Source: an optimization exercise on an open RTL-to-GDS flow (aim: small area, a short achievable clock period and few clock cycles). Production flows keep margins and buffers that such runs may drop.
Function was checked by simulation only, so behaviour that the tests miss may differ from the original.
Power figures rest on the tool's default switching activity, not on a simulated workload.

<file path="design/flow/run.sh">
#!/bin/bash
# synth_recipe.tcl (not shown) runs the flow's synth.tcl, then flattens the netlist and writes it again
# the make line also repeats each setting of config.mk as NAME=value (left out here)
make -C /OpenROAD-flow-scripts/flow DESIGN_CONFIG=/design/flow/config.mk WORK_HOME=/design/flow/orfs CLKGATE_MAP_FILE= SYNTH_SCRIPT=/design/flow/synth_recipe.tcl finish
</file>
<file path="design/flow/config.mk">
export PLATFORM = sky130hd
export DESIGN_NAME = cpu20
export DESIGN_NICKNAME = cpu20
export VERILOG_FILES = /design/flow/design.v
export SDC_FILE = /design/flow/constraint.sdc
export NUM_CORES = 4
export LEC_CHECK = 0
export CAP_MARGIN = 20
export CORE_MARGIN = 2
export CORE_UTILIZATION = 40
export PLACE_DENSITY = 0.6
export SLEW_MARGIN = 20
</file>
<file path="design/flow/constraint.sdc">
create_clock -name core_clock -period 10.0 [get_ports {clk}]
set_input_delay 2.0000 -clock core_clock [delete_from_list [all_inputs] [get_ports {clk}]]
set_output_delay 2.0000 -clock core_clock [all_outputs]
set_load 0.01 [all_outputs]
</file>
<file path="design/flow/design.v">
module ALU (
    input [19:0] input1,        
    input [19:0] input2,        
    input [2:0] aluop,          
    output reg [19:0] aluOutput, 
    output reg ZeroFlag,         
    output reg NegativeFlag,    
    output reg PF                
);
always @(*) begin
    aluOutput = 20'b0;
    ZeroFlag = 1'b0;
    NegativeFlag = 1'b0;
    PF = 1'b0;
    case (aluop)
        3'b000: aluOutput = input1 + input2;          
        3'b001: aluOutput = input1 - input2;          
        3'b010: aluOutput = input1 | input2;          
        3'b011: aluOutput = ~(input1 & input2);       
        3'b100: aluOutput = input1 << input2[4:0];   
        default: aluOutput = 20'b0;                   
    endcase
    ZeroFlag = (aluOutput == 20'b0) ? 1'b1 : 1'b0;
    NegativeFlag = aluOutput[19];
    PF = ~(^aluOutput); 
end
endmodule
module RegisterFile (
    input clock,                
    input enable,             
    input writeEnable,        
    input [3:0] writeRegister, 
    input [19:0] WriteData,   
    input [3:0] ReadRegister1, 
    input [3:0] ReadRegister2, 
    output reg [19:0] ReadData1, 
    output reg [19:0] ReadData2  
);
    reg [19:0] registers [0:15];
    integer i;
    always @(posedge clock) begin
        if (writeEnable) begin
            registers[writeRegister] <= WriteData; 
        end
    end
    always @(*) begin
        ReadData1 = registers[ReadRegister1]; 
        ReadData2 = registers[ReadRegister2]; 
    end
endmodule
module ProgramCounter (
    input clock,                   
    input reset,                
    input pcWrite,               
    input branch,
    input enableJump,         
    input [19:0] pcIn,          
    input [19:0] branchAddress,
    input [19:0] JumpAddress, 
    output reg [19:0] pcOut      
);
    always @(posedge clock or posedge reset) begin
        if (reset) begin
            pcOut <= 20'b0; 
        end else if (branch | enableJump) begin
		if(branch)begin
		pcOut <= branchAddress;
		end else if(enableJump)begin
		pcOut <= JumpAddress; end 
        end else if (pcWrite) begin
            pcOut <= pcIn + 1; 
        end
    end
endmodule
module cpu20 (
    input             clk,
    input             reset,
    output     [11:0] imem_addr,
    input      [19:0] imem_data,
    output     [10:0] dmem_addr,
    output     [19:0] dmem_wdata,
    output            dmem_we,
    input      [19:0] dmem_rdata,
    output reg        halted
);
    localparam OP_ADD   = 5'b00000, OP_SUB   = 5'b00001, OP_OR    = 5'b00010,
               OP_NAND  = 5'b00011, OP_SLL   = 5'b00100, OP_ADDI  = 5'b00101,
               OP_ORI   = 5'b00110, OP_NANDI = 5'b00111, OP_SUBI  = 5'b01000,
               OP_SLLI  = 5'b01001, OP_LD    = 5'b01010, OP_ST    = 5'b01011,
               OP_JUMP  = 5'b01100, OP_BEQ   = 5'b01101, OP_BLT   = 5'b01110,
               OP_BGT   = 5'b01111, OP_BLE   = 5'b10000, OP_BGE   = 5'b10001;
    wire [19:0] instr  = imem_data;
    wire [4:0]  opcode = instr[19:15];
    wire [19:0] pc;
    localparam S_EXEC = 1'b0, S_NEXT = 1'b1;
    reg state;
    always @(posedge clk or posedge reset) begin
        if (reset)
            state <= S_EXEC;
        else
            state <= ~state;
    end
    wire in_exec = (state == S_EXEC);
    wire in_next = (state == S_NEXT);
    reg        is_rtype, is_itype, is_ld, is_st, is_jump, is_branch;
    reg [2:0]  aluop;
    always @(*) begin
        is_rtype  = 1'b0;
        is_itype  = 1'b0;
        is_ld     = 1'b0;
        is_st     = 1'b0;
        is_jump   = 1'b0;
        is_branch = 1'b0;
        aluop     = 3'b000;
        case (opcode)
            OP_ADD:   begin is_rtype = 1'b1; aluop = 3'b000; end
            OP_SUB:   begin is_rtype = 1'b1; aluop = 3'b001; end
            OP_OR:    begin is_rtype = 1'b1; aluop = 3'b010; end
            OP_NAND:  begin is_rtype = 1'b1; aluop = 3'b011; end
            OP_SLL:   begin is_rtype = 1'b1; aluop = 3'b100; end
            OP_ADDI:  begin is_itype = 1'b1; aluop = 3'b000; end
            OP_ORI:   begin is_itype = 1'b1; aluop = 3'b010; end
            OP_NANDI: begin is_itype = 1'b1; aluop = 3'b011; end
            OP_SUBI:  begin is_itype = 1'b1; aluop = 3'b001; end
            OP_SLLI:  begin is_itype = 1'b1; aluop = 3'b100; end
            OP_LD:    is_ld = 1'b1;
            OP_ST:    is_st = 1'b1;
            OP_JUMP:  is_jump = 1'b1;
            OP_BEQ, OP_BLT, OP_BGT, OP_BLE, OP_BGE: is_branch = 1'b1;
            default: ;
        endcase
    end
    wire [19:0] imm7   = {{13{instr[6]}}, instr[6:0]};
    wire [10:0] addr11 = instr[10:0];
    wire [3:0]  rs1 = (is_st | is_branch) ? instr[14:11] : instr[10:7];
    wire [3:0]  rs2 = is_branch ? instr[10:7] : instr[6:3];
    wire [3:0]  rd  = instr[14:11];
    wire [19:0] rdata1, rdata2;
    wire        reg_write = (is_rtype | is_itype | is_ld) & in_exec;
    wire [19:0] alu_out;
    wire [19:0] wb_data = is_ld ? dmem_rdata : alu_out;
    RegisterFile rf (
        .clock(clk),
        .enable(1'b1),
        .writeEnable(reg_write),
        .writeRegister(rd),
        .WriteData(wb_data),
        .ReadRegister1(rs1),
        .ReadRegister2(rs2),
        .ReadData1(rdata1),
        .ReadData2(rdata2)
    );
    wire [19:0] alu_in2 = is_itype ? imm7 : rdata2;
    wire        alu_zero, alu_neg, alu_parity;
    ALU alu (
        .input1(rdata1),
        .input2(alu_in2),
        .aluop(aluop),
        .aluOutput(alu_out),
        .ZeroFlag(alu_zero),
        .NegativeFlag(alu_neg),
        .PF(alu_parity)
    );
    wire equal   = (rdata1 == rdata2);
    wire lower   = ($signed(rdata1) < $signed(rdata2));
    wire greater = ($signed(rdata1) > $signed(rdata2));
    reg  take_branch;
    always @(*) begin
        case (opcode)
            OP_BEQ:  take_branch = equal;
            OP_BLT:  take_branch = lower;
            OP_BGT:  take_branch = greater;
            OP_BLE:  take_branch = lower | equal;
            OP_BGE:  take_branch = greater | equal;
            default: take_branch = 1'b0;
        endcase
    end
    reg comparison;
    always @(posedge clk) begin
        if (in_exec)
            comparison <= take_branch;
    end
    wire [19:0] branch_address = pc + imm7;
    wire [19:0] jump_address   = {9'b0, addr11};
    ProgramCounter pcu (
        .clock(clk),
        .reset(reset),
        .pcWrite(in_next),
        .branch(comparison & is_branch & in_next),
        .enableJump(is_jump & in_next),
        .pcIn(pc),
        .branchAddress(branch_address),
        .JumpAddress(jump_address),
        .pcOut(pc)
    );
    assign imem_addr = pc[11:0];
    assign dmem_addr  = addr11;
    assign dmem_wdata = rdata1;
    assign dmem_we    = is_st & in_exec;
    always @(posedge clk or posedge reset) begin
        if (reset)
            halted <= 1'b0;
        else if (in_next && is_jump && ({1'b0, addr11} == pc[11:0]))
            halted <= 1'b1;
    end
endmodule
</file>
==> out/results.tsv <==
stage	metric	value	unit
setup_path	Critical Path Most Common Cell	mux2i_1	
timing	crit path time final	9600	ps
power_and_ir_drop	Leakage	9.22	nW
timing	Slew Viols, Final	0	
die	Core Footprint	52400	um^2
die	I/O pins	87	
yosys	top post-synthesis cells by count	nand2_1 (368), edfxtp_1 (321), mux2i_1 (155)	
cells_and_area	share of cells above drive strength 1	14.2	%
yosys	cell with the most instances after synthesis	nand2_1	
cts	clock transition at the registers of the reported paths	60	ps
drt	Iter 0 DRT Violations	2623	
die	chip width	234	um
drt	Total Wirelength	82.3	mm
timing	TNS Setup	0	ps
place	# port buffers	86	
min_path	HP Class	register to register	
cells_and_area	Finished Layout Cells	2883	
grt	first-pass GRT wire length	118	mm
die	DIE AREA	54700	um^2
timing	Rel. slew slack	38.7	%
yosys	sequential fraction of the synthesis area	47.3	%
setup_path	Startpoint Class	input port	
setup_path	Crit Path Class	input port to register	
yosys	ys flop type	edfxtp_1	
die	row cnt	84	
grt	initial antenna violation count	1	
min_path	Hold Crit Start	halted$_DFFE_PP0P_	
cts	CTS H-tree depth	2	
cells_and_area	nets@finish	2267	
timing	number of setup violations in the final report	0	
setup_path	Crit path largest cell delay	750	ps
yosys	Yosys top cell area share	45.6	%
cts	root buf cell	clkbuf_16	
cts	post-cts sizing count	0	
timing	slew at the pin closest to its max-slew limit	907	ps
timing	skew final	45.7	ps
die	Die H	234	um
outcome	status	no timing/DRC/antenna violations	
drt	DRC	0	
cts	CTS tree	yes	
cts	clk sinks	335	
place	Placed Instances	2815	
timing	fmax	104	MHz
setup_path	reg-to-reg startpoint	rf.registers[3][5]$_DFFE_PP_	
place	RD Place Congestion	0.994	
yosys	Synth area leaders	edfxtp_1 (46%), mux2i_1 (7.3%), nand2_1 (6.5%)	
die	Starting Density	40.3	%
drt	WL/cell	28.5	um
setup_path	crit path max fanout	32	
cells_and_area	area delta synth->final	16.5	%
setup_path	worst endpoint data arrival time	9880	ps
setup_path	Crit. End Element	register	
grt	number of global-route vias before repair	17756	
cts	hold buffers post-CTS	0	
cts	total CTS buffers	37	
grt	gr ovfl total	0	
yosys	Netlist cell types	95	
timing	Tcrit/Tclk final	96.0	%
yosys	leading area contributor after synthesis	edfxtp_1	
drt	DRT antenna net count	0	
yosys	yosys warns	4	
setup_path	CP Launch Point	imem_data[16]	
power_and_ir_drop	worst vdd ir	119	uV
yosys	FF+latch count, synth	335	
flow_run	Max Cap Viol	0	
setup_path	CP max stage cell	clkdlybuf4s50_1	
place	DP HPWL	57.4	mm
drt	Via density	6.45	
grt	Total GRT Usage	29.6	%
yosys	Async SR Flop Fraction	4.18	%
cts	CTS max path bufs	3	
power_and_ir_drop	Pwr Density	214	nW/um^2
timing	RSZ-0062 raised after global routing	no	
timing	Hold Vio Cnt, Final	0	
drt	drt first pass iters	6	
grt	largest net degree at the start of global routing	42	
yosys	number of synthesized flops with an enable pin	321	
yosys	Synth Net Count	2143	
cts	Post-CTS Setup Repair Bufs	0	
setup_path	CP required	10280	ps
yosys	mapped cell area	21100	um^2
cells_and_area	ant diodes	0	
yosys	synthesized instance count	2042	
cells_and_area	post-layout util	46.9	%
yosys	synthesized area per cell	10.4	um^2
cts	clock latency on the worst-skew pair	580	ps
drt	total number of vias	18595	
-- layout make-up --
type	instances	area [um^2]
Fill cell	4797	27800
Multi-Input combinational cell	1525	10400
Sequential cell	335	9990
Timing Repair Buffer	228	1960
Clock buffer	41	941
Tap cell	688	861
Clock inverter	27	289
Inverter	39	146
-- worst max-delay path, delay by kind of cell --
family | cells | cell delay, ps
AND/OR/NAND/NOR | 6 | 2280
AO/OA/AOI/OAI | 10 | 3120
buffers and inverters | 3 | 1140
XOR/XNOR | 1 | 180
multiplexers | 4 | 810
adder cells (fa/ha/maj) | 1 | 300
-- metrics by stage --
step | setup slack (ps) | hold slack, ps | instance area, um^2 | total power [mW]
2_1_floorplan | 1660 | 503 | 21100 | 3.08
3_3_place_gp | 333 | 459 | 23400 | 3.81
3_5_place_dp | 118 | 463 | 23400 | 3.83
4_1_cts | 674 | 491 | 24600 | 5.23
5_1_grt | 25.5 | 522 | 24600 | 5.47
6_report | 396 | 497 | 24600 | 5.27
-- final timing paths --
| path | to | cells after the start | slack, ps |
|---|---|---|---|
| setup / recovery | rf.registers[0][19]$_DFFE_PP_ | 25 | 400 |
| hold / removal | halted$_DFFE_PP0P_ | 1 | 500 |
| setup reg to reg | rf.registers[0][19]$_DFFE_PP_ | 22 | 3740 |
| hold reg to reg | halted$_DFFE_PP0P_ | 1 | 500 |
| max in group asynchronous | pcu.pcOut[11]$_DFFE_PP0P_ | 2 | 7760 |
| min in group asynchronous | pcu.pcOut[1]$_DFFE_PP0P_ | 2 | 1810 |
-- sequential cells by signal, indices dropped and copies added, names as in the netlist --
| register | cells |
|---|---|
| comparison | 1 |
| halted | 1 |
| pcu.pcOut | 12 |
| rf.registers | 320 |
| state | 1 |
-- logic make-up after synthesis --
group | count (synthesis) | synth area share (%)
xor+xnor | 51 | 2.11
fa+ha+maj | 60 | 3.61
buf+inv | 182 | 4.08
simple gates | 754 | 16.3
flops | 335 | 47.3
compound gates | 448 | 15.3
mux | 212 | 11.3
-- report_power, final --
part / internal (mW) / leakage [nW] / switching, mW / total, mW
logic: 0.701 / 5.57 / 1.22 / 1.92
clock network: 0.817 / 0.589 / 0.590 / 1.41
registers: 1.88 / 3.06 / 0.0579 / 1.93
total: 3.39 / 9.22 / 1.87 / 5.27
-- layout by cell type, fill, tap and decap left out, drive strengths merged, types with 26 or more instances in the layout --
master,count
ha,57
and3,40
nor2,132
a211oi,30
nand3,71
mux2i,155
nor3,32
mux2,40
a21oi,72
inv,42
clkdlybuf4s50,86
a21o,26
clkbuf,41
nand2,371
a31oi,56
xnor2,31
buf,142
o21ai,48
edfxtp,321
-- metal layers --
| layer | vias to the layer above | track usage (%) | routed length (um) |
|---|---|---|---|
| met5 | - | 0 | 0 |
| met4 | 0 | 16.7 | 5180 |
| met3 | 284 | 5.20 | 8950 |
| met2 | 1269 | 46.5 | 36500 |
| met1 | 9047 | 38.6 | 31700 |
| li1 | 7995 | - | - |
Testbench counts, summed over its fixed seeds: cycles 138,770.

re-timing with driven ports:
Ports are ideal in the flow. The routed layout listed here was re-timed in OpenROAD. Step 1 assumes that a clkbuf_16 drives the clock port and a buf_2 every other input. Step 2 adds t to the input delays and takes it off the output delays; t is the mean of the earliest and latest rising clock arrival at the registers after step 1. Input paths then give back, and output paths get back, about the clock's delay inside the block. Slacks: no drivers / after step 1 / after step 2; pairs: no drivers / after step 1.
shift t [ns]: 0.617
setup slack, ns: 0.396 / 0.427 / -0.190
worst setup path after step 2: input to register
worst data-port slew with drivers (ns): 0.05
cell pins on the clock port's net: 1
With both steps, setup timing fails in this run, where it was met with ideal ports. For this run, drivers alone change the setup slack by +0.031 ns; drivers and shift together by -0.586 ns.
